From an optimization exercise on the open Yosys and OpenROAD flow, aimed at small area, a short achievable clock period and few clock cycles per item; shortcuts taken in it are not production practice.
Where RTL was checked, it was by simulation tests only, not by an equivalence proof against the original.
The RTL of run 1 was laid out without a check of its function.
Power figures rest on the tool's default switching activity, not on a simulated workload.

## config.mk

```make
export PLATFORM = sky130hd
export DESIGN_NAME = CompMul
export DESIGN_NICKNAME = CompMul
export VERILOG_FILES = /design/flow/design.v
export SDC_FILE = /design/flow/constraint.sdc
export NUM_CORES = 4
export LEC_CHECK = 0
export CAP_MARGIN = 20
export CORE_MARGIN = 2
export CORE_UTILIZATION = 40
export CTS_BUF_LIST = sky130_fd_sc_hd__clkbuf_16
export CTS_CLUSTER_DIAMETER = 300
export CTS_CLUSTER_SIZE = 40
export SLEW_MARGIN = 20
export SYNTH_HIERARCHICAL = 1
export SYNTH_MINIMUM_KEEP_SIZE = 0
```

## constraint.sdc

```tcl
create_clock -name core_clock -period 10.0 [get_ports {clk}]
set_input_delay 2.0000 -clock core_clock [delete_from_list [all_inputs] [get_ports {clk}]]
set_output_delay 2.0000 -clock core_clock [all_outputs]
set_load 0.01 [all_outputs]
```

## design.v

```verilog
module CompMul(
	input [31:0] Multiplicand_input,
	input [31:0] Multiplier_input,
	input run,
	input rst,
	input clk,
	output ready,
	output [63:0] Product_output
	);
	reg [31:0] M;         
	reg [31:0] PL;        
	reg [32:0] S;         
	reg [32:0] C;         
	reg [7:0] LC;        
	reg CF;               
	reg [3:0] ONE, TWO, NEG;    
	reg [3:0] ONEn, TWOn, NEGn;    
	reg LAST;             
	reg T31;              
	reg iter, fin, done;
	reg [1:0] cnt;
	wire idle = ~(iter | fin | done);
	assign ready = done;
	assign Product_output = {S[31:0], PL};
	wire [9:0] lo_sum2 = {1'b0, PL[31:24], 1'b1} + {1'b0, LC, CF};
	wire [8:0] lo_sum = lo_sum2[9:1];
	wire lo_cout = lo_sum[8];
	wire [40:0] fin_sum2 = {S[31:0], PL[31:24], 1'b1} + {C[31:0], LC, CF};
	wire [31:0] hi_sum = fin_sum2[40:9];
	wire [7:0] fin_lo = fin_sum2[8:1];
	wire [33:0] r0 = {NEGn[0], ~({16{NEGn[0]}} ^ (~({16{ONEn[0]}} | ~{1'b0, M[31:17]}) | ~({16{TWOn[0]}} | ~M[31:16]))), {17{NEG[0]}} ^ (({17{ONE[0]}} & M[16:0]) | ({17{TWO[0]}} & {M[15:0], 1'b0}))};
	wire [33:0] r1 = {NEGn[1], ~({16{NEGn[1]}} ^ (~({16{ONEn[1]}} | ~{1'b0, M[31:17]}) | ~({16{TWOn[1]}} | ~M[31:16]))), {17{NEG[1]}} ^ (({17{ONE[1]}} & M[16:0]) | ({17{TWO[1]}} & {M[15:0], 1'b0}))};
	wire [33:0] r2 = {NEGn[2], ~({16{NEGn[2]}} ^ (~({16{ONEn[2]}} | ~{1'b0, M[31:17]}) | ~({16{TWOn[2]}} | ~M[31:16]))), {17{NEG[2]}} ^ (({17{ONE[2]}} & M[16:0]) | ({17{TWO[2]}} & {M[15:0], 1'b0}))};
	wire [33:0] r3 = {NEGn[3], ~({16{NEGn[3]}} ^ (~({16{ONEn[3]}} | ~{1'b0, M[31:17]}) | ~({16{TWOn[3]}} | ~M[31:16]))), {17{NEG[3]}} ^ (({17{ONE[3]}} & M[16:0]) | ({17{TWO[3]}} & {M[15:0], 1'b0}))};
	wire [31:0] lr = M & {32{T31}};
	wire hs0, hc0;
	HA u_hs0 (.a(C[6]), .b(S[6]), .s(hs0), .co(hc0));
	wire hs1, hc1;
	HA u_hs1 (.a(C[7]), .b(S[7]), .s(hs1), .co(hc1));
	wire fs0, fc0;
	FA u_fs0 (.a(C[8]), .b(S[8]), .c(lr[0]), .s(fs0), .co(fc0));
	wire fs1, fc1;
	FA u_fs1 (.a(C[9]), .b(LAST), .c(S[9]), .s(fs1), .co(fc1));
	wire hs2, hc2;
	HA u_hs2 (.a(lr[1]), .b(r0[9]), .s(hs2), .co(hc2));
	wire fs2, fc2;
	FA u_fs2 (.a(C[10]), .b(LAST), .c(S[10]), .s(fs2), .co(fc2));
	wire fs3, fc3;
	FA u_fs3 (.a(lr[2]), .b(r0[10]), .c(r1[8]), .s(fs3), .co(fc3));
	wire fs4, fc4;
	FA u_fs4 (.a(C[11]), .b(S[11]), .c(lr[3]), .s(fs4), .co(fc4));
	wire hs3, hc3;
	HA u_hs3 (.a(r0[11]), .b(r1[9]), .s(hs3), .co(hc3));
	wire fs5, fc5;
	FA u_fs5 (.a(C[12]), .b(LAST), .c(S[12]), .s(fs5), .co(fc5));
	wire fs6, fc6;
	FA u_fs6 (.a(lr[4]), .b(r0[12]), .c(r1[10]), .s(fs6), .co(fc6));
	wire fs7, fc7;
	FA u_fs7 (.a(C[13]), .b(S[13]), .c(lr[5]), .s(fs7), .co(fc7));
	wire hs4, hc4;
	HA u_hs4 (.a(r0[13]), .b(r1[11]), .s(hs4), .co(hc4));
	wire fs8, fc8;
	FA u_fs8 (.a(C[14]), .b(LAST), .c(S[14]), .s(fs8), .co(fc8));
	wire fs9, fc9;
	FA u_fs9 (.a(lr[6]), .b(r0[14]), .c(r1[12]), .s(fs9), .co(fc9));
	wire fs10, fc10;
	FA u_fs10 (.a(C[15]), .b(S[15]), .c(lr[7]), .s(fs10), .co(fc10));
	wire hs5, hc5;
	HA u_hs5 (.a(r0[15]), .b(r1[13]), .s(hs5), .co(hc5));
	wire fs11, fc11;
	FA u_fs11 (.a(C[16]), .b(LAST), .c(S[16]), .s(fs11), .co(fc11));
	wire fs12, fc12;
	FA u_fs12 (.a(lr[8]), .b(r0[16]), .c(r1[14]), .s(fs12), .co(fc12));
	wire fs13, fc13;
	FA u_fs13 (.a(C[17]), .b(S[17]), .c(lr[9]), .s(fs13), .co(fc13));
	wire hs6, hc6;
	HA u_hs6 (.a(r0[17]), .b(r1[15]), .s(hs6), .co(hc6));
	wire fs14, fc14;
	FA u_fs14 (.a(C[18]), .b(LAST), .c(S[18]), .s(fs14), .co(fc14));
	wire fs15, fc15;
	FA u_fs15 (.a(lr[10]), .b(r0[18]), .c(r1[16]), .s(fs15), .co(fc15));
	wire fs16, fc16;
	FA u_fs16 (.a(C[19]), .b(S[19]), .c(lr[11]), .s(fs16), .co(fc16));
	wire hs7, hc7;
	HA u_hs7 (.a(r0[19]), .b(r1[17]), .s(hs7), .co(hc7));
	wire fs17, fc17;
	FA u_fs17 (.a(C[20]), .b(LAST), .c(S[20]), .s(fs17), .co(fc17));
	wire fs18, fc18;
	FA u_fs18 (.a(lr[12]), .b(r0[20]), .c(r1[18]), .s(fs18), .co(fc18));
	wire fs19, fc19;
	FA u_fs19 (.a(C[21]), .b(S[21]), .c(lr[13]), .s(fs19), .co(fc19));
	wire hs8, hc8;
	HA u_hs8 (.a(r0[21]), .b(r1[19]), .s(hs8), .co(hc8));
	wire fs20, fc20;
	FA u_fs20 (.a(C[22]), .b(LAST), .c(S[22]), .s(fs20), .co(fc20));
	wire fs21, fc21;
	FA u_fs21 (.a(lr[14]), .b(r0[22]), .c(r1[20]), .s(fs21), .co(fc21));
	wire fs22, fc22;
	FA u_fs22 (.a(C[23]), .b(S[23]), .c(lr[15]), .s(fs22), .co(fc22));
	wire hs9, hc9;
	HA u_hs9 (.a(r0[23]), .b(r1[21]), .s(hs9), .co(hc9));
	wire fs23, fc23;
	FA u_fs23 (.a(C[24]), .b(LAST), .c(S[24]), .s(fs23), .co(fc23));
	wire fs24, fc24;
	FA u_fs24 (.a(lr[16]), .b(r0[24]), .c(r1[22]), .s(fs24), .co(fc24));
	wire fs25, fc25;
	FA u_fs25 (.a(C[25]), .b(S[25]), .c(lr[17]), .s(fs25), .co(fc25));
	wire hs10, hc10;
	HA u_hs10 (.a(r0[25]), .b(r1[23]), .s(hs10), .co(hc10));
	wire fs26, fc26;
	FA u_fs26 (.a(C[26]), .b(LAST), .c(S[26]), .s(fs26), .co(fc26));
	wire fs27, fc27;
	FA u_fs27 (.a(lr[18]), .b(r0[26]), .c(r1[24]), .s(fs27), .co(fc27));
	wire fs28, fc28;
	FA u_fs28 (.a(C[27]), .b(S[27]), .c(lr[19]), .s(fs28), .co(fc28));
	wire hs11, hc11;
	HA u_hs11 (.a(r0[27]), .b(r1[25]), .s(hs11), .co(hc11));
	wire fs29, fc29;
	FA u_fs29 (.a(C[28]), .b(LAST), .c(S[28]), .s(fs29), .co(fc29));
	wire fs30, fc30;
	FA u_fs30 (.a(lr[20]), .b(r0[28]), .c(r1[26]), .s(fs30), .co(fc30));
	wire fs31, fc31;
	FA u_fs31 (.a(C[29]), .b(S[29]), .c(lr[21]), .s(fs31), .co(fc31));
	wire hs12, hc12;
	HA u_hs12 (.a(r0[29]), .b(r1[27]), .s(hs12), .co(hc12));
	wire fs32, fc32;
	FA u_fs32 (.a(C[30]), .b(LAST), .c(S[30]), .s(fs32), .co(fc32));
	wire fs33, fc33;
	FA u_fs33 (.a(lr[22]), .b(r0[30]), .c(r1[28]), .s(fs33), .co(fc33));
	wire fs34, fc34;
	FA u_fs34 (.a(C[31]), .b(S[31]), .c(lr[23]), .s(fs34), .co(fc34));
	wire hs13, hc13;
	HA u_hs13 (.a(r0[31]), .b(r1[29]), .s(hs13), .co(hc13));
	wire fs35, fc35;
	FA u_fs35 (.a(C[32]), .b(LAST), .c(S[32]), .s(fs35), .co(fc35));
	wire fs36, fc36;
	FA u_fs36 (.a(lr[24]), .b(r0[32]), .c(r1[30]), .s(fs36), .co(fc36));
	wire hs14, hc14;
	HA u_hs14 (.a(lr[25]), .b(r0[33]), .s(hs14), .co(hc14));
	wire hs15, hc15;
	HA u_hs15 (.a(C[2]), .b(S[2]), .s(hs15), .co(hc15));
	wire hs16, hc16;
	HA u_hs16 (.a(C[3]), .b(S[3]), .s(hs16), .co(hc16));
	wire fs37, fc37;
	FA u_fs37 (.a(C[4]), .b(S[4]), .c(NEG[2]), .s(fs37), .co(fc37));
	wire hs17, hc17;
	HA u_hs17 (.a(r0[4]), .b(r1[2]), .s(hs17), .co(hc17));
	wire fs38, fc38;
	FA u_fs38 (.a(C[5]), .b(S[5]), .c(r0[5]), .s(fs38), .co(fc38));
	wire hs18, hc18;
	HA u_hs18 (.a(r1[3]), .b(r2[1]), .s(hs18), .co(hc18));
	wire fs39, fc39;
	FA u_fs39 (.a(NEG[3]), .b(hs0), .c(r0[6]), .s(fs39), .co(fc39));
	wire fs40, fc40;
	FA u_fs40 (.a(r1[4]), .b(r2[2]), .c(r3[0]), .s(fs40), .co(fc40));
	wire fs41, fc41;
	FA u_fs41 (.a(hc0), .b(hs1), .c(r0[7]), .s(fs41), .co(fc41));
	wire fs42, fc42;
	FA u_fs42 (.a(r1[5]), .b(r2[3]), .c(r3[1]), .s(fs42), .co(fc42));
	wire fs43, fc43;
	FA u_fs43 (.a(hc1), .b(r0[8]), .c(r1[6]), .s(fs43), .co(fc43));
	wire fs44, fc44;
	FA u_fs44 (.a(r2[4]), .b(r3[2]), .c(fs0), .s(fs44), .co(fc44));
	wire fs45, fc45;
	FA u_fs45 (.a(fs1), .b(r1[7]), .c(r2[5]), .s(fs45), .co(fc45));
	wire fs46, fc46;
	FA u_fs46 (.a(r3[3]), .b(fc0), .c(hs2), .s(fs46), .co(fc46));
	wire fs47, fc47;
	FA u_fs47 (.a(fc1), .b(fs2), .c(r2[6]), .s(fs47), .co(fc47));
	wire fs48, fc48;
	FA u_fs48 (.a(r3[4]), .b(hc2), .c(fs3), .s(fs48), .co(fc48));
	wire fs49, fc49;
	FA u_fs49 (.a(fc2), .b(r2[7]), .c(r3[5]), .s(fs49), .co(fc49));
	wire fs50, fc50;
	FA u_fs50 (.a(fs4), .b(hs3), .c(fc3), .s(fs50), .co(fc50));
	wire fs51, fc51;
	FA u_fs51 (.a(fs5), .b(r2[8]), .c(r3[6]), .s(fs51), .co(fc51));
	wire fs52, fc52;
	FA u_fs52 (.a(fc4), .b(hc3), .c(fs6), .s(fs52), .co(fc52));
	wire fs53, fc53;
	FA u_fs53 (.a(fc5), .b(r2[9]), .c(r3[7]), .s(fs53), .co(fc53));
	wire fs54, fc54;
	FA u_fs54 (.a(fs7), .b(hs4), .c(fc6), .s(fs54), .co(fc54));
	wire fs55, fc55;
	FA u_fs55 (.a(fs8), .b(r2[10]), .c(r3[8]), .s(fs55), .co(fc55));
	wire fs56, fc56;
	FA u_fs56 (.a(fc7), .b(hc4), .c(fs9), .s(fs56), .co(fc56));
	wire fs57, fc57;
	FA u_fs57 (.a(fc8), .b(r2[11]), .c(r3[9]), .s(fs57), .co(fc57));
	wire fs58, fc58;
	FA u_fs58 (.a(fs10), .b(hs5), .c(fc9), .s(fs58), .co(fc58));
	wire fs59, fc59;
	FA u_fs59 (.a(fs11), .b(r2[12]), .c(r3[10]), .s(fs59), .co(fc59));
	wire fs60, fc60;
	FA u_fs60 (.a(fc10), .b(hc5), .c(fs12), .s(fs60), .co(fc60));
	wire fs61, fc61;
	FA u_fs61 (.a(fc11), .b(r2[13]), .c(r3[11]), .s(fs61), .co(fc61));
	wire fs62, fc62;
	FA u_fs62 (.a(fs13), .b(hs6), .c(fc12), .s(fs62), .co(fc62));
	wire fs63, fc63;
	FA u_fs63 (.a(fs14), .b(r2[14]), .c(r3[12]), .s(fs63), .co(fc63));
	wire fs64, fc64;
	FA u_fs64 (.a(fc13), .b(hc6), .c(fs15), .s(fs64), .co(fc64));
	wire fs65, fc65;
	FA u_fs65 (.a(fc14), .b(r2[15]), .c(r3[13]), .s(fs65), .co(fc65));
	wire fs66, fc66;
	FA u_fs66 (.a(fs16), .b(hs7), .c(fc15), .s(fs66), .co(fc66));
	wire fs67, fc67;
	FA u_fs67 (.a(fs17), .b(r2[16]), .c(r3[14]), .s(fs67), .co(fc67));
	wire fs68, fc68;
	FA u_fs68 (.a(fc16), .b(hc7), .c(fs18), .s(fs68), .co(fc68));
	wire fs69, fc69;
	FA u_fs69 (.a(fc17), .b(r2[17]), .c(r3[15]), .s(fs69), .co(fc69));
	wire fs70, fc70;
	FA u_fs70 (.a(fs19), .b(hs8), .c(fc18), .s(fs70), .co(fc70));
	wire fs71, fc71;
	FA u_fs71 (.a(fs20), .b(r2[18]), .c(r3[16]), .s(fs71), .co(fc71));
	wire fs72, fc72;
	FA u_fs72 (.a(fc19), .b(hc8), .c(fs21), .s(fs72), .co(fc72));
	wire fs73, fc73;
	FA u_fs73 (.a(fc20), .b(r2[19]), .c(r3[17]), .s(fs73), .co(fc73));
	wire fs74, fc74;
	FA u_fs74 (.a(fs22), .b(hs9), .c(fc21), .s(fs74), .co(fc74));
	wire fs75, fc75;
	FA u_fs75 (.a(fs23), .b(r2[20]), .c(r3[18]), .s(fs75), .co(fc75));
	wire fs76, fc76;
	FA u_fs76 (.a(fc22), .b(hc9), .c(fs24), .s(fs76), .co(fc76));
	wire fs77, fc77;
	FA u_fs77 (.a(fc23), .b(r2[21]), .c(r3[19]), .s(fs77), .co(fc77));
	wire fs78, fc78;
	FA u_fs78 (.a(fs25), .b(hs10), .c(fc24), .s(fs78), .co(fc78));
	wire fs79, fc79;
	FA u_fs79 (.a(fs26), .b(r2[22]), .c(r3[20]), .s(fs79), .co(fc79));
	wire fs80, fc80;
	FA u_fs80 (.a(fc25), .b(hc10), .c(fs27), .s(fs80), .co(fc80));
	wire fs81, fc81;
	FA u_fs81 (.a(fc26), .b(r2[23]), .c(r3[21]), .s(fs81), .co(fc81));
	wire fs82, fc82;
	FA u_fs82 (.a(fs28), .b(hs11), .c(fc27), .s(fs82), .co(fc82));
	wire fs83, fc83;
	FA u_fs83 (.a(fs29), .b(r2[24]), .c(r3[22]), .s(fs83), .co(fc83));
	wire fs84, fc84;
	FA u_fs84 (.a(fc28), .b(hc11), .c(fs30), .s(fs84), .co(fc84));
	wire fs85, fc85;
	FA u_fs85 (.a(fc29), .b(r2[25]), .c(r3[23]), .s(fs85), .co(fc85));
	wire fs86, fc86;
	FA u_fs86 (.a(fs31), .b(hs12), .c(fc30), .s(fs86), .co(fc86));
	wire fs87, fc87;
	FA u_fs87 (.a(fs32), .b(r2[26]), .c(r3[24]), .s(fs87), .co(fc87));
	wire fs88, fc88;
	FA u_fs88 (.a(fc31), .b(hc12), .c(fs33), .s(fs88), .co(fc88));
	wire fs89, fc89;
	FA u_fs89 (.a(fc32), .b(r2[27]), .c(r3[25]), .s(fs89), .co(fc89));
	wire fs90, fc90;
	FA u_fs90 (.a(fs34), .b(hs13), .c(fc33), .s(fs90), .co(fc90));
	wire fs91, fc91;
	FA u_fs91 (.a(fs35), .b(r2[28]), .c(r3[26]), .s(fs91), .co(fc91));
	wire fs92, fc92;
	FA u_fs92 (.a(fc34), .b(hc13), .c(fs36), .s(fs92), .co(fc92));
	wire fs93, fc93;
	FA u_fs93 (.a(fc35), .b(r1[31]), .c(r2[29]), .s(fs93), .co(fc93));
	wire fs94, fc94;
	FA u_fs94 (.a(r3[27]), .b(hs14), .c(fc36), .s(fs94), .co(fc94));
	wire fs95, fc95;
	FA u_fs95 (.a(LAST), .b(lr[26]), .c(r1[32]), .s(fs95), .co(fc95));
	wire fs96, fc96;
	FA u_fs96 (.a(r2[30]), .b(r3[28]), .c(hc14), .s(fs96), .co(fc96));
	wire fs97, fc97;
	FA u_fs97 (.a(lr[27]), .b(r1[33]), .c(r2[31]), .s(fs97), .co(fc97));
	wire hs19, hc19;
	HA u_hs19 (.a(LAST), .b(lr[28]), .s(hs19), .co(hc19));
	wire hs20, hc20;
	HA u_hs20 (.a(C[0]), .b(S[0]), .s(hs20), .co(hc20));
	wire hs21, hc21;
	HA u_hs21 (.a(C[1]), .b(S[1]), .s(hs21), .co(hc21));
	wire fs98, fc98;
	FA u_fs98 (.a(NEG[1]), .b(hs15), .c(r0[2]), .s(fs98), .co(fc98));
	wire fs99, fc99;
	FA u_fs99 (.a(hc15), .b(hs16), .c(r0[3]), .s(fs99), .co(fc99));
	wire fs100, fc100;
	FA u_fs100 (.a(hc16), .b(r2[0]), .c(fs37), .s(fs100), .co(fc100));
	wire fs101, fc101;
	FA u_fs101 (.a(fc37), .b(hc17), .c(hs18), .s(fs101), .co(fc101));
	wire fs102, fc102;
	FA u_fs102 (.a(hc18), .b(fc38), .c(fs39), .s(fs102), .co(fc102));
	wire fs103, fc103;
	FA u_fs103 (.a(fc39), .b(fc40), .c(fs41), .s(fs103), .co(fc103));
	wire fs104, fc104;
	FA u_fs104 (.a(fc41), .b(fc42), .c(fs43), .s(fs104), .co(fc104));
	wire fs105, fc105;
	FA u_fs105 (.a(fc43), .b(fs45), .c(fc44), .s(fs105), .co(fc105));
	wire fs106, fc106;
	FA u_fs106 (.a(fc45), .b(fs47), .c(fc46), .s(fs106), .co(fc106));
	wire fs107, fc107;
	FA u_fs107 (.a(fc47), .b(fs49), .c(fc48), .s(fs107), .co(fc107));
	wire fs108, fc108;
	FA u_fs108 (.a(fc49), .b(fs51), .c(fc50), .s(fs108), .co(fc108));
	wire fs109, fc109;
	FA u_fs109 (.a(fc51), .b(fs53), .c(fc52), .s(fs109), .co(fc109));
	wire fs110, fc110;
	FA u_fs110 (.a(fc53), .b(fs55), .c(fc54), .s(fs110), .co(fc110));
	wire fs111, fc111;
	FA u_fs111 (.a(fc55), .b(fs57), .c(fc56), .s(fs111), .co(fc111));
	wire fs112, fc112;
	FA u_fs112 (.a(fc57), .b(fs59), .c(fc58), .s(fs112), .co(fc112));
	wire fs113, fc113;
	FA u_fs113 (.a(fc59), .b(fs61), .c(fc60), .s(fs113), .co(fc113));
	wire fs114, fc114;
	FA u_fs114 (.a(fc61), .b(fs63), .c(fc62), .s(fs114), .co(fc114));
	wire fs115, fc115;
	FA u_fs115 (.a(fc63), .b(fs65), .c(fc64), .s(fs115), .co(fc115));
	wire fs116, fc116;
	FA u_fs116 (.a(fc65), .b(fs67), .c(fc66), .s(fs116), .co(fc116));
	wire fs117, fc117;
	FA u_fs117 (.a(fc67), .b(fs69), .c(fc68), .s(fs117), .co(fc117));
	wire fs118, fc118;
	FA u_fs118 (.a(fc69), .b(fs71), .c(fc70), .s(fs118), .co(fc118));
	wire fs119, fc119;
	FA u_fs119 (.a(fc71), .b(fs73), .c(fc72), .s(fs119), .co(fc119));
	wire fs120, fc120;
	FA u_fs120 (.a(fc73), .b(fs75), .c(fc74), .s(fs120), .co(fc120));
	wire fs121, fc121;
	FA u_fs121 (.a(fc75), .b(fs77), .c(fc76), .s(fs121), .co(fc121));
	wire fs122, fc122;
	FA u_fs122 (.a(fc77), .b(fs79), .c(fc78), .s(fs122), .co(fc122));
	wire fs123, fc123;
	FA u_fs123 (.a(fc79), .b(fs81), .c(fc80), .s(fs123), .co(fc123));
	wire fs124, fc124;
	FA u_fs124 (.a(fc81), .b(fs83), .c(fc82), .s(fs124), .co(fc124));
	wire fs125, fc125;
	FA u_fs125 (.a(fc83), .b(fs85), .c(fc84), .s(fs125), .co(fc125));
	wire fs126, fc126;
	FA u_fs126 (.a(fc85), .b(fs87), .c(fc86), .s(fs126), .co(fc126));
	wire fs127, fc127;
	FA u_fs127 (.a(fc87), .b(fs89), .c(fc88), .s(fs127), .co(fc127));
	wire fs128, fc128;
	FA u_fs128 (.a(fc89), .b(fs91), .c(fc90), .s(fs128), .co(fc128));
	wire fs129, fc129;
	FA u_fs129 (.a(fc91), .b(fs93), .c(fc92), .s(fs129), .co(fc129));
	wire fs130, fc130;
	FA u_fs130 (.a(fc93), .b(fs95), .c(fs96), .s(fs130), .co(fc130));
	wire fs131, fc131;
	FA u_fs131 (.a(r3[29]), .b(fc95), .c(fs97), .s(fs131), .co(fc131));
	wire fs132, fc132;
	FA u_fs132 (.a(r2[32]), .b(r3[30]), .c(hs19), .s(fs132), .co(fc132));
	wire fs133, fc133;
	FA u_fs133 (.a(lr[29]), .b(r2[33]), .c(r3[31]), .s(fs133), .co(fc133));
	wire hs22, hc22;
	HA u_hs22 (.a(LAST), .b(lr[30]), .s(hs22), .co(hc22));
	wire hs23, hc23;
	HA u_hs23 (.a(NEG[0]), .b(hs20), .s(hs23), .co(hc23));
	wire fs134, fc134;
	FA u_fs134 (.a(hc20), .b(hs21), .c(r0[1]), .s(fs134), .co(fc134));
	wire fs135, fc135;
	FA u_fs135 (.a(hc21), .b(r1[0]), .c(fs98), .s(fs135), .co(fc135));
	wire fs136, fc136;
	FA u_fs136 (.a(r1[1]), .b(fc98), .c(fs99), .s(fs136), .co(fc136));
	wire fs137, fc137;
	FA u_fs137 (.a(hs17), .b(fc99), .c(fs100), .s(fs137), .co(fc137));
	wire fs138, fc138;
	FA u_fs138 (.a(fs38), .b(fc100), .c(fs101), .s(fs138), .co(fc138));
	wire fs139, fc139;
	FA u_fs139 (.a(fs40), .b(fc101), .c(fs102), .s(fs139), .co(fc139));
	wire fs140, fc140;
	FA u_fs140 (.a(fs42), .b(fc102), .c(fs103), .s(fs140), .co(fc140));
	wire fs141, fc141;
	FA u_fs141 (.a(fs44), .b(fc103), .c(fs104), .s(fs141), .co(fc141));
	wire fs142, fc142;
	FA u_fs142 (.a(fs46), .b(fc104), .c(fs105), .s(fs142), .co(fc142));
	wire fs143, fc143;
	FA u_fs143 (.a(fs48), .b(fc105), .c(fs106), .s(fs143), .co(fc143));
	wire fs144, fc144;
	FA u_fs144 (.a(fs50), .b(fc106), .c(fs107), .s(fs144), .co(fc144));
	wire fs145, fc145;
	FA u_fs145 (.a(fs52), .b(fc107), .c(fs108), .s(fs145), .co(fc145));
	wire fs146, fc146;
	FA u_fs146 (.a(fs54), .b(fc108), .c(fs109), .s(fs146), .co(fc146));
	wire fs147, fc147;
	FA u_fs147 (.a(fs56), .b(fc109), .c(fs110), .s(fs147), .co(fc147));
	wire fs148, fc148;
	FA u_fs148 (.a(fs58), .b(fc110), .c(fs111), .s(fs148), .co(fc148));
	wire fs149, fc149;
	FA u_fs149 (.a(fs60), .b(fc111), .c(fs112), .s(fs149), .co(fc149));
	wire fs150, fc150;
	FA u_fs150 (.a(fs62), .b(fc112), .c(fs113), .s(fs150), .co(fc150));
	wire fs151, fc151;
	FA u_fs151 (.a(fs64), .b(fc113), .c(fs114), .s(fs151), .co(fc151));
	wire fs152, fc152;
	FA u_fs152 (.a(fs66), .b(fc114), .c(fs115), .s(fs152), .co(fc152));
	wire fs153, fc153;
	FA u_fs153 (.a(fs68), .b(fc115), .c(fs116), .s(fs153), .co(fc153));
	wire fs154, fc154;
	FA u_fs154 (.a(fs70), .b(fc116), .c(fs117), .s(fs154), .co(fc154));
	wire fs155, fc155;
	FA u_fs155 (.a(fs72), .b(fc117), .c(fs118), .s(fs155), .co(fc155));
	wire fs156, fc156;
	FA u_fs156 (.a(fs74), .b(fc118), .c(fs119), .s(fs156), .co(fc156));
	wire fs157, fc157;
	FA u_fs157 (.a(fs76), .b(fc119), .c(fs120), .s(fs157), .co(fc157));
	wire fs158, fc158;
	FA u_fs158 (.a(fs78), .b(fc120), .c(fs121), .s(fs158), .co(fc158));
	wire fs159, fc159;
	FA u_fs159 (.a(fs80), .b(fc121), .c(fs122), .s(fs159), .co(fc159));
	wire fs160, fc160;
	FA u_fs160 (.a(fs82), .b(fc122), .c(fs123), .s(fs160), .co(fc160));
	wire fs161, fc161;
	FA u_fs161 (.a(fs84), .b(fc123), .c(fs124), .s(fs161), .co(fc161));
	wire fs162, fc162;
	FA u_fs162 (.a(fs86), .b(fc124), .c(fs125), .s(fs162), .co(fc162));
	wire fs163, fc163;
	FA u_fs163 (.a(fs88), .b(fc125), .c(fs126), .s(fs163), .co(fc163));
	wire fs164, fc164;
	FA u_fs164 (.a(fs90), .b(fc126), .c(fs127), .s(fs164), .co(fc164));
	wire fs165, fc165;
	FA u_fs165 (.a(fs92), .b(fc127), .c(fs128), .s(fs165), .co(fc165));
	wire fs166, fc166;
	FA u_fs166 (.a(fs94), .b(fc128), .c(fs129), .s(fs166), .co(fc166));
	wire fs167, fc167;
	FA u_fs167 (.a(fc94), .b(fs130), .c(fc129), .s(fs167), .co(fc167));
	wire fs168, fc168;
	FA u_fs168 (.a(fc96), .b(fs131), .c(fc130), .s(fs168), .co(fc168));
	wire fs169, fc169;
	FA u_fs169 (.a(fc97), .b(fs132), .c(fc131), .s(fs169), .co(fc169));
	wire fs170, fc170;
	FA u_fs170 (.a(hc19), .b(fs133), .c(fc132), .s(fs170), .co(fc170));
	wire fs171, fc171;
	FA u_fs171 (.a(r3[32]), .b(hs22), .c(fc133), .s(fs171), .co(fc171));
	wire fs172, fc172;
	FA u_fs172 (.a(lr[31]), .b(r3[33]), .c(hc22), .s(fs172), .co(fc172));
	wire [40:0] TS = {fc172, fc171, fc170, fc169, fc168, fc167, fc166, fc165, fc164, fc163, fc162, fc161, fc160, fc159, fc158, fc157, fc156, fc155, fc154, fc153, fc152, fc151, fc150, fc149, fc148, fc147, fc146, fc145, fc144, fc143, fc142, fc141, fc140, fc139, fc138, fc137, fc136, fc135, fc134, hc23, hs23};
	wire [40:0] TC = {1'b0, fs172, fs171, fs170, fs169, fs168, fs167, fs166, fs165, fs164, fs163, fs162, fs161, fs160, fs159, fs158, fs157, fs156, fs155, fs154, fs153, fs152, fs151, fs150, fs149, fs148, fs147, fs146, fs145, fs144, fs143, fs142, fs141, fs140, fs139, fs138, fs137, fs136, fs135, fs134, r0[0]};
	wire [2:0] dn0 = idle ? {Multiplier_input[1], Multiplier_input[0], 1'b0} : {PL[9], PL[8], PL[7]};
	wire [2:0] dn1 = idle ? {Multiplier_input[3], Multiplier_input[2], Multiplier_input[1]} : {PL[11], PL[10], PL[9]};
	wire [2:0] dn2 = idle ? {Multiplier_input[5], Multiplier_input[4], Multiplier_input[3]} : {PL[13], PL[12], PL[11]};
	wire [2:0] dn3 = idle ? {Multiplier_input[7], Multiplier_input[6], Multiplier_input[5]} : {PL[15], PL[14], PL[13]};
	always @(posedge clk or posedge rst) begin
		if (rst) begin
			iter <= 1'b0;
			fin <= 1'b0;
			done <= 1'b0;
			cnt <= 2'd0;
		end else begin
			if (idle) begin
				if (run) iter <= 1'b1;
				cnt <= 2'd0;
			end else if (iter) begin
				cnt <= cnt + 2'd1;
				if (cnt == 2'd3) begin
					iter <= 1'b0;
					fin <= 1'b1;
				end
			end else if (fin) begin
				fin <= 1'b0;
				done <= 1'b1;
			end
		end
	end
	always @(posedge clk) begin
		M <= Multiplicand_input;
		ONE <= {dn3[1] ^ dn3[0], dn2[1] ^ dn2[0], dn1[1] ^ dn1[0], dn0[1] ^ dn0[0]};
		TWO <= {(dn3[2] & ~dn3[1] & ~dn3[0]) | (~dn3[2] & dn3[1] & dn3[0]), (dn2[2] & ~dn2[1] & ~dn2[0]) | (~dn2[2] & dn2[1] & dn2[0]), (dn1[2] & ~dn1[1] & ~dn1[0]) | (~dn1[2] & dn1[1] & dn1[0]), (dn0[2] & ~dn0[1] & ~dn0[0]) | (~dn0[2] & dn0[1] & dn0[0])};
		NEG <= {dn3[2] & ~(dn3[1] & dn3[0]), dn2[2] & ~(dn2[1] & dn2[0]), dn1[2] & ~(dn1[1] & dn1[0]), dn0[2] & ~(dn0[1] & dn0[0])};
		ONEn <= ~{dn3[1] ^ dn3[0], dn2[1] ^ dn2[0], dn1[1] ^ dn1[0], dn0[1] ^ dn0[0]};
		TWOn <= ~{(dn3[2] & ~dn3[1] & ~dn3[0]) | (~dn3[2] & dn3[1] & dn3[0]), (dn2[2] & ~dn2[1] & ~dn2[0]) | (~dn2[2] & dn2[1] & dn2[0]), (dn1[2] & ~dn1[1] & ~dn1[0]) | (~dn1[2] & dn1[1] & dn1[0]), (dn0[2] & ~dn0[1] & ~dn0[0]) | (~dn0[2] & dn0[1] & dn0[0])};
		NEGn <= ~{dn3[2] & ~(dn3[1] & dn3[0]), dn2[2] & ~(dn2[1] & dn2[0]), dn1[2] & ~(dn1[1] & dn1[0]), dn0[2] & ~(dn0[1] & dn0[0])};
		LAST <= iter & (cnt == 2'd2);
		T31 <= iter & (cnt == 2'd2) & PL[15];
		if (iter) begin
			S <= TS[40:8];
			C <= TC[40:8];
			LC <= TC[7:0];
			CF <= lo_cout;
			PL <= {TS[7:0], lo_sum[7:0], PL[23:8]};
		end else if (idle) begin
			S <= 33'd0;
			C <= 33'd0;
			LC <= 8'd0;
			CF <= 1'b0;
			PL <= Multiplier_input;
		end else begin
			S <= {1'b0, hi_sum};
			C <= 33'd0;
			LC <= 8'd0;
			CF <= 1'b0;
			PL[31:24] <= fin_lo;
		end
	end
endmodule
module FA(input a, input b, input c, output s, output co);
	assign s = a ^ b ^ c;
	assign co = (a & b) | (a & c) | (b & c);
endmodule
module HA(input a, input b, output s, output co);
	assign s = a ^ b;
	assign co = a & b;
endmodule
```

## flow/run.sh

```bash
#!/bin/bash
# Own layout flow: the standard layout (standard.sh), with two changes:
#  - the port buffers that buffer_ports inserts are of the cell named in flow/knobs
#    (PORT_BUF) instead of the default pick;
#  - repair_timing aims for the setup margin named in flow/knobs (SETUP_MARGIN).
# Each make run writes its full output to a log file in this folder; ORFS's own
# per-step logs stay under orfs/logs/.
set -euo pipefail
source flow/knobs
bash standard.sh \
  "BUFFER_PORTS_ARGS=-buffer_cell $PORT_BUF" \
  "SETUP_SLACK_MARGIN=$SETUP_MARGIN" \
  finish > make_finish.log 2>&1
```

## flow/knobs

```
PORT_BUF=sky130_fd_sc_hd__buf_1
SETUP_MARGIN=7.0
```

## standard.sh

```bash
#!/bin/bash
# synth_recipe.tcl (not shown) runs the flow's synth.tcl, then flattens the netlist and writes it again
# the make line also repeats each setting of config.mk as NAME=value (left out here)
make -C /OpenROAD-flow-scripts/flow DESIGN_CONFIG=/design/flow/config.mk WORK_HOME=/design/flow/orfs CLKGATE_MAP_FILE= SYNTH_SCRIPT=/design/flow/synth_recipe.tcl "${@:-finish}"
```

==> notes.md, run 1 <==
Run status
The flow ran to the end and the layout has no timing, DRC or antenna violations.

GRT
The combined global-route utilization of all metal layers is 0.227. The number of antenna violations at the first check in global routing came to 0. The maximum number of pins on one net before global-route repair is 63. The total overflow left after global routing is 0. The number of global-route vias before repair came to ~11k.

The global-route wire length before repair is around 62000 um.

Critical path
STA classifies the critical path endpoint as an output pin. The endpoint identified for the worst register-to-register timing path is S[23]. The critical path capture point is Product_output[9]. The worst flop-to-flop path startpoint is ONEn[0]. Of all nets on the critical path, the largest fanout is 2.

The slowest stage of the critical path belongs to the cell sky130_fd_sc_hd__edfxtp_1. Grouping stages by cell kind, the critical path spends the most delay in flip-flops. The required time of the critical path is roughly 8000 ps. The signal arrival time at the worst endpoint is about 1000 ps. The critical path goes through buf_2. The class of the most critical setup path is flip-flop to output pin. In this run the register-to-register setup slack is 7000 ps. Tracing the worst setup path back leads to its startpoint at PL[9].

For the worst flop-to-flop path, the logic depth is 8. The kind of start point of the critical path is a flip-flop. The largest single stage delay on the critical path is 400 ps. The number of logic stages on the critical path including buffering is 1. Together, buffers and inverters on the worst path number 1.

Detailed routing
After detailed routing, the total wire length is 41000 um. After detailed routing, the number of remaining DRC violations is 0. The pre-antenna-repair detailed-routing pass consisted of 6 iterations. For this block, wires on met1 add up to 17300 um.

The average via count per standard cell is between 5 and 6. The number of routed nets with antenna violations is 0. The first routing iteration left ~760 violations. The sum of met2 wire segment lengths after detailed routing is 20100 um. The final routed wire length divided by cell count is between 20 and 25 um. The top metal layer carrying routed signals is met4.

Detailed routing placed a total of 2460 um of wire on met3. For this block, the via count after detailed routing is about 10k.

Synth
Counting flops with a built-in enable in the synthesized netlist gives 24. The number of warnings printed during yosys synthesis is 7. The average cell area after synthesis is about 10 um2.

For this run, the leading register cell type out of synthesis is sky130_fd_sc_hd__dfxtp_1. Counting distinct cell types in the post-synthesis netlist gives 73. The post-synthesis cell area is ~14000 um2. The async set-reset flop share out of synthesis is 0.0296.

The count of mapped cells out of synthesis is around 1.3k. The number of nets in the synthesized netlist is between 1.5k and 2k. The sequential-to-total area share from yosys stat is 0.261. The total of flip-flops plus latches after synthesis is approximately 170.

Clocking
The number of clock sinks seen by CTS is between 150 and 200. The clock passes through at most 2 buffers. TritonCTS built the clock tree. CTS placed an instance of sky130_fd_sc_hd__clkbuf_16 at the clock tree root.

After clock tree synthesis, the clock-pin slew on the worst setup and hold paths is approximately 70 ps. The quantity of hold-fixing buffers added after cts is 0. The H-tree was split into 4 levels. The source-to-sink clock delay at the later pin of the worst-skew pair is approximately 450 ps. The number of CTS-inserted buffers is 17.

STA
For the final routed database, the setup TNS stands at 0 ps. The final hold violation count was 0. The maximum clock frequency is between 0.3 and 0.4 GHz. The number of pins exceeding their max-slew limit in the final report is 0. The final period utilization is 0.302.

For the pin with the worst max-slew slack, the measured transition is 699 ps. Setup repair after global routing could not meet its margin everywhere. The clock tree skew after final layout is roughly 14 ps. Measured against its own limit, the worst slew margin works out to 0.532. The final number of setup-violating endpoints is 0. The final critical delay including setup and external delays is about 3000 ps.

Power
Of the total power, the share spent switching nets is 0.391. IR analysis of the VDD net gives a maximum drop of around 0.12 mV. Of the total power, the clock network draws 0.239. In this run the power density over the cells is 174 nW/um2.

The internal portion of the total power is between 1.5 and 2 mW. Of the total power, combinational logic draws 0.423. The sequential power share is 0.338. The analysis attributes to cell leakage a power of 6.48 nW.

The total power is ~2.8 mW. The net switching component of the power is around 1.1 mW.

Floorplanning
The count of boundary I/O pins is 132. The die is 191 um wide. For this configuration, the core starts out at a cell density of 0.406. The full die area is 36500 um2. In this run the vertical extent of the chip is between 150 and 200 um. The row count is 68. The area of the core is around 34000 um2.

Placement
Routability-driven placement finished with a final weighted congestion of between 0.9 and 1. Once detailed placement completed, the half-perimeter wirelength came to about 30000 um. The placed standard-cell area is around 15000 um2. Input and output buffers added on the ports amount to between 100 and 150.

Run
Across the run, the number of max-cap violations was 0.

Layout
The layout has roughly 3.3k filler cells. The library cell used most frequently in the layout, excluding fill and tap cells, is sky130_fd_sc_hd__fa_1. Once layout is done, the placed cells without fillers occupy around 16000 um2. The area growth from synthesis to layout is 13.6%. In the final layout, the share of cells above drive strength 1 is 0.202. For this run, the post-layout net count is ~1.7k. The number of antenna repair diodes is 0. Leaving out fill and tap cells, the most frequent cells in the layout are sky130_fd_sc_hd__fa_1 (168), sky130_fd_sc_hd__xnor2_1 (146), sky130_fd_sc_hd__nand2_1 (77), sky130_fd_sc_hd__and2_1 (77), sky130_fd_sc_hd__buf_1 (75). The area of the multi-input gates is just under 10000 um2. The sequential cells in the finished layout cover a total of about 3800 um2.

Hold path
The worst hold path belongs to the class flip-flop to flip-flop.
cell type report:
cell class                 instances  share of cell area
multi-input combinational        998               0.610
tap                              455              0.0358
clock inverter                    15             0.00874
timing repair buffer             183              0.0654
inverter                          47              0.0124
clock buffer                      17              0.0268
sequential                       169               0.241
routing by layer:
| metal | GRT usage | up-vias |
|---|---|---|
| met1 | 0.295 | 5157 |
| met5 | 0 | - |
| met3 | 0.0450 | 75 |
| li1 | - | 4744 |
| met4 | 0.0772 | 0 |
| met2 | 0.379 | 396 |
cells in the mapped netlist (all sizes together) (6+ instances only):
master	count	area (um2)
o22ai	62	388
ha	69	863
a31oi	7	56.3
edfxtp	24	721
nor3	9	50.1
nand3	13	70.1
xnor2	150	1310
buf	38	264
nand2b	6	37.5
nor2	34	130
inv	47	176
a22oi	64	480
clkbuf	85	319
nand2	77	289
nor2b	6	37.5
xor2	13	114
a21o	22	165
and2	78	488
o21ai	52	264
mux2	27	304
fa	174	3480
mux2i	13	130
or3	6	42.5
dfxtp	140	2800
a21oi	38	198
nand4	9	56.3
cells by family (layout without fill, tap and decap cells):
| family | count (synthesis) | count (layout) | share of synthesized area |
|---|---|---|---|
| other | 1 | 1 | 0.000268 |
| DFF | 169 | 169 | 0.261 |
| muxes | 40 | 40 | 0.0310 |
| and+or+nand+nor | 254 | 254 | 0.0949 |
| adders and majority gates | 243 | 243 | 0.311 |
| buffers and inverters | 170 | 262 | 0.0543 |
| AOI/OAI and AO/OA | 297 | 297 | 0.146 |
| xor gates and xnor gates | 163 | 163 | 0.102 |
stage by stage:
step                      utilization  worst slack (ps)  hold slack, ps  instances
after global placement          0.422              6650             479       1810
after global routing            0.461              6910             557       1884
final                           0.461              6980             527       1884
after CTS                       0.450              6950             527       1859
after floorplan                     -              7000             475       1337
after detailed placement        0.422              6540             504       1810
Yosys stat by module (local to each module, per instance):
module   area, um2  times used
HA            12.5          24
CompMul      10200           1
FA            20.0         173
repair_timing:
action / 4_1_cts / 5_1_grt
endpoints found under the setup margin: 105 / 96
gates cloned: 1 / 0
pin swaps: 0 / 9
gates resized for setup: 128 / 84
buffers inserted: 16 / 25
worst min path at each step:
stage / start / end / slack, ps / cells past startpoint
after floorplan: cnt[0] / cnt[0] / 480 / 1
after detailed placement: done / done / 500 / 1
after global placement: done / done / 480 / 1
after global routing: fin / done / 560 / 1
after CTS: cnt[0] / cnt[0] / 530 / 1
final: fin / done / 530 / 1
worst reg2reg max path: stages (launching register included):
cell                      delay, ps
sky130_fd_sc_hd__dfxtp_4        390
sky130_fd_sc_hd__buf_4          160
sky130_fd_sc_hd__o22ai_2        180
sky130_fd_sc_hd__xnor2_2        140
sky130_fd_sc_hd__fa_1           450
sky130_fd_sc_hd__fa_1           410
sky130_fd_sc_hd__fa_2           390
sky130_fd_sc_hd__fa_1           430
sky130_fd_sc_hd__a221o_1        350
sequential cells by signal, indices dropped and copies added, names as in the netlist:
register  count
C            32
CF            1
LAST          1
LC            8
M            32
NEG           4
NEGn          4
ONE           4
ONEn          4
PL           32
S            33
T31           1
TWO           4
TWOn          4
cnt           2
done          1
fin           1
iter          1
power by group through the flow:
| stage | Combinational [mW] | Clock, mW | Sequential, mW |
|---|---|---|---|
| 2_1_floorplan | 0.861 | 0 | 0.868 |
| 3_3_place_gp | 1.07 | 0 | 0.934 |
| 3_5_place_dp | 1.08 | 0 | 0.934 |
| 4_1_cts | 1.14 | 0.675 | 0.932 |
| 5_1_grt | 1.31 | 0.702 | 0.946 |
| 6_report | 1.17 | 0.661 | 0.935 |
==> inputs of run 2 (changes only) <==
--- a/design.v
+++ b/design.v
@@ -14,7 +14,6 @@
 	reg [7:0] LC;        
 	reg CF;               
 	reg [3:0] ONE, TWO, NEG;    
-	reg [3:0] ONEn, TWOn, NEGn;    
 	reg LAST;             
 	reg T31;              
 	reg iter, fin, done;
@@ -28,10 +27,10 @@
 	wire [40:0] fin_sum2 = {S[31:0], PL[31:24], 1'b1} + {C[31:0], LC, CF};
 	wire [31:0] hi_sum = fin_sum2[40:9];
 	wire [7:0] fin_lo = fin_sum2[8:1];
-	wire [33:0] r0 = {NEGn[0], ~({16{NEGn[0]}} ^ (~({16{ONEn[0]}} | ~{1'b0, M[31:17]}) | ~({16{TWOn[0]}} | ~M[31:16]))), {17{NEG[0]}} ^ (({17{ONE[0]}} & M[16:0]) | ({17{TWO[0]}} & {M[15:0], 1'b0}))};
-	wire [33:0] r1 = {NEGn[1], ~({16{NEGn[1]}} ^ (~({16{ONEn[1]}} | ~{1'b0, M[31:17]}) | ~({16{TWOn[1]}} | ~M[31:16]))), {17{NEG[1]}} ^ (({17{ONE[1]}} & M[16:0]) | ({17{TWO[1]}} & {M[15:0], 1'b0}))};
-	wire [33:0] r2 = {NEGn[2], ~({16{NEGn[2]}} ^ (~({16{ONEn[2]}} | ~{1'b0, M[31:17]}) | ~({16{TWOn[2]}} | ~M[31:16]))), {17{NEG[2]}} ^ (({17{ONE[2]}} & M[16:0]) | ({17{TWO[2]}} & {M[15:0], 1'b0}))};
-	wire [33:0] r3 = {NEGn[3], ~({16{NEGn[3]}} ^ (~({16{ONEn[3]}} | ~{1'b0, M[31:17]}) | ~({16{TWOn[3]}} | ~M[31:16]))), {17{NEG[3]}} ^ (({17{ONE[3]}} & M[16:0]) | ({17{TWO[3]}} & {M[15:0], 1'b0}))};
+	wire [33:0] r0 = {~NEG[0], {33{NEG[0]}} ^ (({33{ONE[0]}} & {1'b0, M}) | ({33{TWO[0]}} & {M, 1'b0}))};
+	wire [33:0] r1 = {~NEG[1], {33{NEG[1]}} ^ (({33{ONE[1]}} & {1'b0, M}) | ({33{TWO[1]}} & {M, 1'b0}))};
+	wire [33:0] r2 = {~NEG[2], {33{NEG[2]}} ^ (({33{ONE[2]}} & {1'b0, M}) | ({33{TWO[2]}} & {M, 1'b0}))};
+	wire [33:0] r3 = {~NEG[3], {33{NEG[3]}} ^ (({33{ONE[3]}} & {1'b0, M}) | ({33{TWO[3]}} & {M, 1'b0}))};
 	wire [31:0] lr = M & {32{T31}};
 	wire hs0, hc0;
 	HA u_hs0 (.a(C[6]), .b(S[6]), .s(hs0), .co(hc0));
@@ -460,9 +459,6 @@
 		ONE <= {dn3[1] ^ dn3[0], dn2[1] ^ dn2[0], dn1[1] ^ dn1[0], dn0[1] ^ dn0[0]};
 		TWO <= {(dn3[2] & ~dn3[1] & ~dn3[0]) | (~dn3[2] & dn3[1] & dn3[0]), (dn2[2] & ~dn2[1] & ~dn2[0]) | (~dn2[2] & dn2[1] & dn2[0]), (dn1[2] & ~dn1[1] & ~dn1[0]) | (~dn1[2] & dn1[1] & dn1[0]), (dn0[2] & ~dn0[1] & ~dn0[0]) | (~dn0[2] & dn0[1] & dn0[0])};
 		NEG <= {dn3[2] & ~(dn3[1] & dn3[0]), dn2[2] & ~(dn2[1] & dn2[0]), dn1[2] & ~(dn1[1] & dn1[0]), dn0[2] & ~(dn0[1] & dn0[0])};
-		ONEn <= ~{dn3[1] ^ dn3[0], dn2[1] ^ dn2[0], dn1[1] ^ dn1[0], dn0[1] ^ dn0[0]};
-		TWOn <= ~{(dn3[2] & ~dn3[1] & ~dn3[0]) | (~dn3[2] & dn3[1] & dn3[0]), (dn2[2] & ~dn2[1] & ~dn2[0]) | (~dn2[2] & dn2[1] & dn2[0]), (dn1[2] & ~dn1[1] & ~dn1[0]) | (~dn1[2] & dn1[1] & dn1[0]), (dn0[2] & ~dn0[1] & ~dn0[0]) | (~dn0[2] & dn0[1] & dn0[0])};
-		NEGn <= ~{dn3[2] & ~(dn3[1] & dn3[0]), dn2[2] & ~(dn2[1] & dn2[0]), dn1[2] & ~(dn1[1] & dn1[0]), dn0[2] & ~(dn0[1] & dn0[0])};
 		LAST <= iter & (cnt == 2'd2);
 		T31 <= iter & (cnt == 2'd2) & PL[15];
 		if (iter) begin
==> flow/knobs (replaced) <==
PORT_BUF=sky130_fd_sc_hd__buf_1
SETUP_MARGIN=6.85
==> run 2 against run 1 <==
Compared with the run above:
- sequential share of layout area decreased by 1.0 points
- clock power increased by 2%
- sequential power is 6.7% lower
- combinational power is 9% lower
- routed wire length shrank 3.0%
- synthesized area down 2.9%
- maximum frequency fell by 3.6%
- first-iteration DRC count decreased by 6.3%
- die area fell by 2.8%
- critical path depth did not move
- power fell by 5.5%
- via count is 2.7% lower
- critical endpoint is now Product_output[57]
- largest power group unchanged
==> notes.md, run 2 <==
Run
The tool flagged a number of max-cap violations equal to 0.

Layout
Compared with the post-synthesis result, the final layout area differs by 10.2%. The layout has approximately 3.3k filler cells. The number of nets in the final layout is 1655. With fillers left out, the area of the finished cells amounts to ~15000 um2. Of the cells placed in the final design, the portion with a size suffix greater than 1 is 0.0935. The area of the multi-input gates is about 9500 um2. The number of antenna repair diodes is 0.

In the layout the commonest cells are sky130_fd_sc_hd__fa_1 (173), sky130_fd_sc_hd__xnor2_1 (153), sky130_fd_sc_hd__buf_1 (129). Leaving out fill and tap cells, the most frequent cell in the layout is sky130_fd_sc_hd__fa_1. The register ranked first by flip-flop count is S.

The register area is roughly 3500 um2. The final design utilization is 0.447. The number of flip-flops in the largest register is 33.

Clocking
The cell chosen for the clock root is sky130_fd_sc_hd__clkbuf_16. For the worst-skew pair, the clock arrives at the later sink with an insertion delay of 470 ps. TritonCTS built the clock tree. The number of clock sinks seen by CTS is between 150 and 200. The maximum buffer depth of the clock tree is 2.

The quantity of hold-fixing buffers added after cts is 0. Clock tree synthesis inserted a total of 17 buffers. CTS built an H-tree with a depth of 4.

After clock tree synthesis, the clock-pin slew on the worst setup and hold paths is 70 ps.

GRT
The global route total overflow is 0. The number of antenna violations at the first check in global routing is 0. The maximum number of pins on one net before global-route repair is 71. The first global-routing pass estimated between 60000 and 70000 um of wire. Across every metal layer, demand over resource in global routing totals 0.228. The number of global-route vias before repair is 10.6k.

Run status
The flow ran to the end and the layout has no timing, DRC or antenna violations.

Floorplanning
The initial utilization of the core area, before any placement, comes to 0.405. The floorplan step set the die height to 188 um. The full die area is 35500 um2.

For this design the top-level I/O count stands at 132. The horizontal die dimension is 188 um. The row count is 67.

The floorplan step defined a core boundary enclosing around 34000 um2.

Critical path
Counting both buffers and inverters, the worst setup path holds a total of 1. Of all nets on the critical path, the largest fanout is 3. The worst flop-to-flop path startpoint is PL[24]. The endpoint class of the critical path is an output pin.

Tracing the worst setup path back leads to its startpoint at S[25]. In this run the number of cells on the critical path is 1. Measured in cells, the most critical reg-to-reg path has a length of 11. The class of the most critical setup path is flip-flop to output pin. Among cell families on the critical path, the largest total delay comes from flip-flops. The critical path capture point is Product_output[57].

Data on the critical path is required at its endpoint by approximately 8000 ps. The endpoint identified for the worst register-to-register timing path is S[25]. The kind of start point of the critical path is a flip-flop. The critical path's largest stage delay is between 400 and 500 ps. For the worst setup path, the data arrival time is 1130 ps. The worst register-to-register path has a setup slack of 6910 ps.

On the critical path, the stage with the largest delay is an instance of sky130_fd_sc_hd__dfxtp_1. The critical path goes through buf_1.

Detailed routing
The total number of vias is roughly 10k. The detailed router finished its first iteration with 710 violations. The final wirelength is slightly below 40000 um. The number of DRC violations after detailed routing is 0.

The first detailed-routing pass took 5 iterations. Dividing the detail-routed wire length by the instance count gives 22.0 um. The number of routed nets with antenna violations is 0.

Dividing the detail-routed via count by the number of cells gives 5.59.

Synth
The mapped netlist covers about 14000 um2. Of the post-synthesis cell area, the dominant cell type holds 0.256. Yosys instantiated no cell more often than sky130_fd_sc_hd__fa_1. During synthesis, Yosys emitted a total of 7 warnings. In the synthesized netlist the async set-or-reset flop fraction comes to 0.0318.

The synthesized design contains about 160 register bits. The synthesized netlist contains between 50 and 60 unique library cells. The average cell area after synthesis is approximately 10 um2.

By area the synthesized netlist is led by sky130_fd_sc_hd__fa_1 (26%), sky130_fd_sc_hd__dfxtp_1 (19%), sky130_fd_sc_hd__xnor2_1 (9.9%). The post-synth net total is 1617. Counting flops with a built-in enable in the synthesized netlist gives 24. By count the netlist is led by sky130_fd_sc_hd__fa_1 (174), sky130_fd_sc_hd__xnor2_1 (153), sky130_fd_sc_hd__dfxtp_1 (128).

The sequential-to-total area share from yosys stat is 0.251. The count of mapped cells out of synthesis is around 1.3k. In the synthesized netlist the dominant register cell turns out to be sky130_fd_sc_hd__dfxtp_1. sky130_fd_sc_hd__fa_1 takes more of the synthesized area than any other cell.

STA
Headroom to the max-slew limit came out at 0.398. The final sum of negative setup slack is 0 ps. The final hold violation count is 0. The final period utilization is 0.313. The worst path needs roughly 3100 ps of the cycle, external delays included.

The clock tree skew after final layout is roughly 17 ps. The number of pins exceeding their max-slew limit in the final report is 0. Setup violations remaining at the end of the flow were counted as 0. Derived from the worst setup path, the maximum achievable clock frequency is ~0.32 GHz. Setup repair after global routing could not meet its margin everywhere.

For the pin with the worst max-slew slack, the measured transition is approximately 900 ps.

Power
In this run the power density over the cells is approximately 170 nW/um2. In this run the static leakage power is about 5.9 nW. Across the VDD grid, the largest voltage drop is ~0.12 mV.

Placement
The routability-driven placement congestion ratio is 0.970. The placed standard-cell area is 14200 um2. In this run the tool buffered the top-level ports with between 100 and 150 buffer cells.

After legalization and detailed placement, the total HPWL measured 29300 um.

Hold path
The tightest min-delay check is of the flip-flop to flip-flop type.
==> run 2: changes by cell type in the layout (fill, tap and decap cells not counted), sizes merged, moves of 4 or more <==
cell	delta
a22oi	+60
o22ai	-59
clkbuf	-22
inv	-21
dfxtp	-12
o21ai	+11
buf	-8
nor2	-6
nor3	+5
and2	-4
and3	+4
or2	-4
==> run 2: cell type report <==
type,instances,share of cell area
repair buffers,152,0.0506
inverters,25,0.00626
multi-input cells,992,0.636
well taps,448,0.0374
clock buffers,17,0.0284
flip-flops and latches,157,0.230
clock inverters,15,0.0112
==> run 2: kinds of logic after synthesis <==
logic type | share of synthesized area
AOI/OAI and AO/OA | 0.147
xor gates and xnor gates | 0.106
adders and majority gates | 0.320
buffers and inverters | 0.0525
DFF | 0.251
muxes | 0.0318
other | 0.000276
and+or+nand+nor | 0.0916
==> run 2: stage by stage <==
stage	std cells	setup WS, ps	power (mW)	hold WS [ps]
CTS	1801	6800	2.63	531
floorplan	1307	6860	1.65	489
global route	1806	6810	2.82	551
finish	1806	6870	2.61	527
global placement	1769	6530	1.94	508
detailed placement	1769	6540	1.95	519
==> run 2: what timing repair did <==
item                                    4_1_cts  5_1_grt
gates resized for setup                      12       41
pin swaps                                     0        3
gates cloned                                  0        1
endpoints found under the setup margin       53       51
setup buffers                                 0        4
==> run 2: worst min-delay path by stage <==
stage,from,end,slack [ps],cells after the start
2_1_floorplan,cnt[0],cnt[0],490,1
3_3_place_gp,cnt[0],cnt[0],510,1
3_5_place_dp,cnt[0],cnt[0],520,1
4_1_cts,cnt[0],cnt[0],530,1
5_1_grt,cnt[0],cnt[0],550,1
6_report,cnt[0],cnt[0],530,1
==> run 2: where the power goes <==
part	switching (mW)	internal (mW)
Clock	0.337	0.337
Sequential	0.138	0.734
Combinational	0.612	0.455
==> run 2: metal layers <==
layer / GRT usage / part of all wire
met5: 0 / 0
met1: 0.303 / 0.43
met3: 0.0488 / 0.067
met2: 0.373 / 0.48
met4: 0.0715 / 0.021
==> run 2: modules after synthesis (local to each module, per instance) <==
| module | times used | flops+latches |
|---|---|---|
| CompMul | 1 | 157 |
| HA | 24 | 0 |
| FA | 173 | 0 |
Testbench counts of run 2, summed over its fixed seeds: cycles 14,400, items 2,400.
==> inputs of run 3 (changes only) <==
==> flow/knobs (replaced) <==
PORT_BUF=sky130_fd_sc_hd__buf_1
SETUP_MARGIN=7.0
==> run 3 against run 2 <==
Compared with the run above:
- clock-buffer cell count did not move
- register-to-register slack better by 80 ps
- setup slack better by 85 ps
- highest routed layer unchanged
- largest cell class unchanged
==> notes.md, run 3 <==
Floorplanning
In this run the count of I/O pins placed on the die edge is 132. The die is between 150 and 200 um tall. The initialized floorplan defines 67 standard-cell rows. The initial core utilization is 0.405. The die covers 35500 um2. The floorplan step defined a core boundary enclosing ~34000 um2. The die is 188 um wide.

Clocking
The number of levels the H-tree was split into is 4. After clock tree synthesis, the clock-pin slew on the worst setup and hold paths is approximately 70 ps. The number of clock sinks seen by CTS is around 160. The source-to-sink clock delay at the later pin of the worst-skew pair is around 460 ps. In this run the clock root is driven by a sky130_fd_sc_hd__clkbuf_16. TritonCTS built the clock tree. TritonCTS created 17 clock buffers. The longest clock path from root to sink contains 2 buffers.

Placement
The count of buffers inserted at the top-level ports is roughly 130. Routability-driven placement finished with a final weighted congestion of roughly 0.91. Once placement finished, the instance area stood at ~14000 um2. The placed wire-length estimate is about 30000 um.

Critical path
The endpoint class of the critical path is an output pin. Along the worst path, the maximum fanout reaches 2. The worst register-to-register path begins at TWO[0]. The critical path goes through clkbuf_2. The signal arrival time at the worst endpoint is 1040 ps. The class of the most critical setup path is flip-flop to output pin. The sum of buffers and inverters on the critical path is 1. On the worst path, the slowest cell contributes a delay of 430 ps. Among all stages on the critical path, the largest delay is contributed by sky130_fd_sc_hd__edfxtp_1.

The kind of start point of the critical path is a flip-flop. The most critical setup path has its startpoint at PL[14]. In this design, the largest share of critical-path delay is due to flip-flops. The required time of the critical path is around 8000 ps.

STA
The final hold violation count is 0. Timing would allow up to around 0.33 GHz. Counting I/O delays and the setup requirement, the final critical path takes approximately 3000 ps. Setup violations remaining at the end of the flow were counted as 0.

For the pin with the worst max-slew slack, the measured transition is around 920 ps. In this run the tightest slew margin relative to its limit is 0.385. Dividing the final minimum period by the clock period gives 0.304. Setup repair after global routing could not meet its margin everywhere. The final sum of negative setup slack is 0 ps.

Across the routed clock network, the largest skew measured is roughly 13 ps. The number of pins exceeding their max-slew limit in the final report was 0.

Synth
The largest family of logic cells by synthesized area is adder cells. The sequential-to-total area share from yosys stat is 0.251. The count of flip-flops with a built-in enable after synthesis is 24. The post-synth net total is ~1.6k. The synthesized-area fraction occupied by adder cells is 0.320. Ranked by instance count, the synthesized netlist is headed by sky130_fd_sc_hd__fa_1 (174), sky130_fd_sc_hd__xnor2_1 (153), sky130_fd_sc_hd__dfxtp_1 (128). The dominant synthesized flop cell is sky130_fd_sc_hd__dfxtp_1. The xor/xnor cell area share of the yosys netlist is 0.106.

Yosys attributes the largest share of cell area to sky130_fd_sc_hd__fa_1 (26%), sky130_fd_sc_hd__dfxtp_1 (19%), sky130_fd_sc_hd__xnor2_1 (9.9%). The multiplexer share of the synthesized area is 0.0318. The area share of the largest cell type after synthesis is 0.256. sky130_fd_sc_hd__fa_1 is the most common cell in the netlist. The number of warnings printed during yosys synthesis is 7. The compound-cell area share of the yosys netlist came to 0.147. The biggest area contributor in the post-synthesis netlist is sky130_fd_sc_hd__fa_1.

The post-synthesis cell area is between 10000 and 15000 um2. Dividing the synthesized area by the synthesized cell count gives about 10 um2. The unique cell type count in the Yosys netlist is 56. The async set-reset flop share out of synthesis is 0.0318. Of the total synthesized cell area, the portion taken by AND, OR, NAND and NOR gates is 0.0916. Counting flops and latches in the post-synthesis netlist gives 157. Counting every instance in the synthesized netlist gives 1307.

GRT
The first global-routing pass estimated approximately 64000 um of wire. The number of antenna violations at the first check in global routing is 1. The maximum number of pins on one net before global-route repair is 73. The combined global-route utilization of all metal layers is 0.239.

After global routing the overflow that remains totals 0. The number of global-route vias before repair is between 10k and 15k.

Layout
The number of nets in the final layout is roughly 1.7k. The area added between synthesis and finish is 14.6%. Of the cells placed in the final design, the portion with a size suffix greater than 1 is 0.204. Ranked by flip-flop count, first place goes to S. The commonest non-fill, non-tap cell in the layout is sky130_fd_sc_hd__fa_1. Fill cells in the final layout number 3175. The register with the most flip-flops in the layout has 33 of them.

After routing the design area is 15600 um2. The library cells used most frequently in the layout, excluding fill and tap cells, are sky130_fd_sc_hd__fa_1 (161), sky130_fd_sc_hd__xnor2_1 (152), sky130_fd_sc_hd__a22oi_1 (116).

Power
The total leakage power is about 6.3 nW. The worst vdd rail ir drop is ~0.13 mV. Power spread over the standard cell area amounts to between 150 and 200 nW/um2.

Detailed routing
The number of DRC markers after the initial detailed-route iteration is between 700 and 800. The routed layout has 10.4k vias. The number of DRC violations after detailed routing is 0. The routed design has ~42000 um of wire.

The first-pass iteration count of the detailed router is 6. The average via count per standard cell is approximately 5.6. After detailed routing, the average wire length per cell comes to around 23 um.

The number of routed nets with antenna violations is 0.

Hold path
The class of the tightest hold or removal check is flip-flop to flip-flop. The origin of the worst min-delay path is cnt[0].

Run
The tool flagged a number of max-cap violations equal to 0.

Run status
The run finished with no timing, DRC or antenna violations.
-- run 3: final cells by class --
| class | count | area, um2 | share of cell area |
|---|---|---|---|
| Timing Repair Buffer | 186 | 1150 | 0.0739 |
| Sequential cell | 157 | 3580 | 0.230 |
| Multi-Input combinational cell | 992 | 9620 | 0.617 |
| Clock buffer | 17 | 425 | 0.0273 |
| Clock inverter | 15 | 151 | 0.00972 |
| Antenna cell | 2 | 5.00 | 0.000321 |
| Tap cell | 448 | 561 | 0.0360 |
| Inverter | 25 | 93.8 | 0.00602 |
-- run 3: cell families after synthesis --
logic type                 after synthesis
AOI/OAI and AO/OA                      298
and+or+nand+nor                        245
adders and majority gates              243
xor gates and xnor gates               165
buffers and inverters                  158
DFF                                    157
muxes                                   40
other                                    1
-- run 3: final timing paths --
path	to	cells past startpoint	slack (ps)
worst max-delay path	Product_output[14]	1	6960
worst min-delay path	cnt[0]	1	560
worst max register to register	C[17]	8	6990
worst min register to register	cnt[0]	1	560
max in group asynchronous	iter	2	8400
min in group asynchronous	cnt[0]	2	1410
-- run 3: what timing repair did --
item / in CTS / in global routing
buffers inserted: 25 / 15
gates cloned: 1 / 2
pin swaps: 9 / 15
resized for setup: 131 / 78
hold buffers: 0 / 0
setup endpoints to repair: 115 / 98
-- run 3: Yosys stat by module (local to each module, per instance) --
module   flops+latches  cells
HA                   0      1
CompMul            157   1110
FA                   0      1
-- run 3: per-layer routing --
layer	wire [um]	vias to the layer above	global-route usage	share of wire
li1	-	4632	-	-
met1	18000	5192	0.328	0.43
met2	19400	462	0.383	0.47
met3	3200	73	0.0475	0.077
met4	1120	0	0.0724	0.027
met5	0	-	0	0
-- run 3: stage by stage --
step	power, mW	instances	util	hold slack [ps]	setup slack (ps)
CTS	2.67	1823	0.454	562	6950
floorplan	1.65	1307	-	489	7030
global route	2.89	1840	0.465	578	6910
detailed placement	1.94	1765	0.421	542	6340
global placement	1.93	1765	0.421	508	6340
finish	2.70	1842	0.465	558	6960
-- run 3: report_power, final --
group | total (mW) | switching [mW] | internal [mW] | leakage, nW
combinational | 1.12 | 0.623 | 0.501 | 4.63
clock | 0.673 | 0.320 | 0.353 | 0.286
sequential | 0.904 | 0.133 | 0.771 | 1.35

## afterwards: timing with drivers on the ports
How much do the figures lean on ideal ports? The routed layouts below were timed once more, with nothing changed but the port constraints.
Step 1 (the two cells are an assumption about what drives the block):
set clk [get_ports {clk}]
set_driving_cell -lib_cell sky130_fd_sc_hd__clkbuf_16 $clk
set_driving_cell -lib_cell sky130_fd_sc_hd__buf_2 [delete_from_list [all_inputs] $clk]
Step 2 times the ports against the registers' clock, not the clock port: input delays grow and output delays shrink by t, the midpoint of the rising clock arrivals with the driver on.
Slacks: ideal ports / drivers / drivers and shift; pairs: ideal ports / drivers.
run	t (ns)	slack for setup (ns)	slew at the worst register clock pin (ns)
run 1	0.498	6.984 / 6.932 / 6.759	0.08 / 0.08
run 2	0.514	6.872 / 6.816 / 6.906	0.08 / 0.08
run 3	0.506	6.957 / 6.905 / 6.994	0.08 / 0.08
After both steps every run listed still meets setup and hold. For run 1, which loses most, drivers alone change the setup slack by -0.052 ns; drivers and shift together by -0.225 ns.
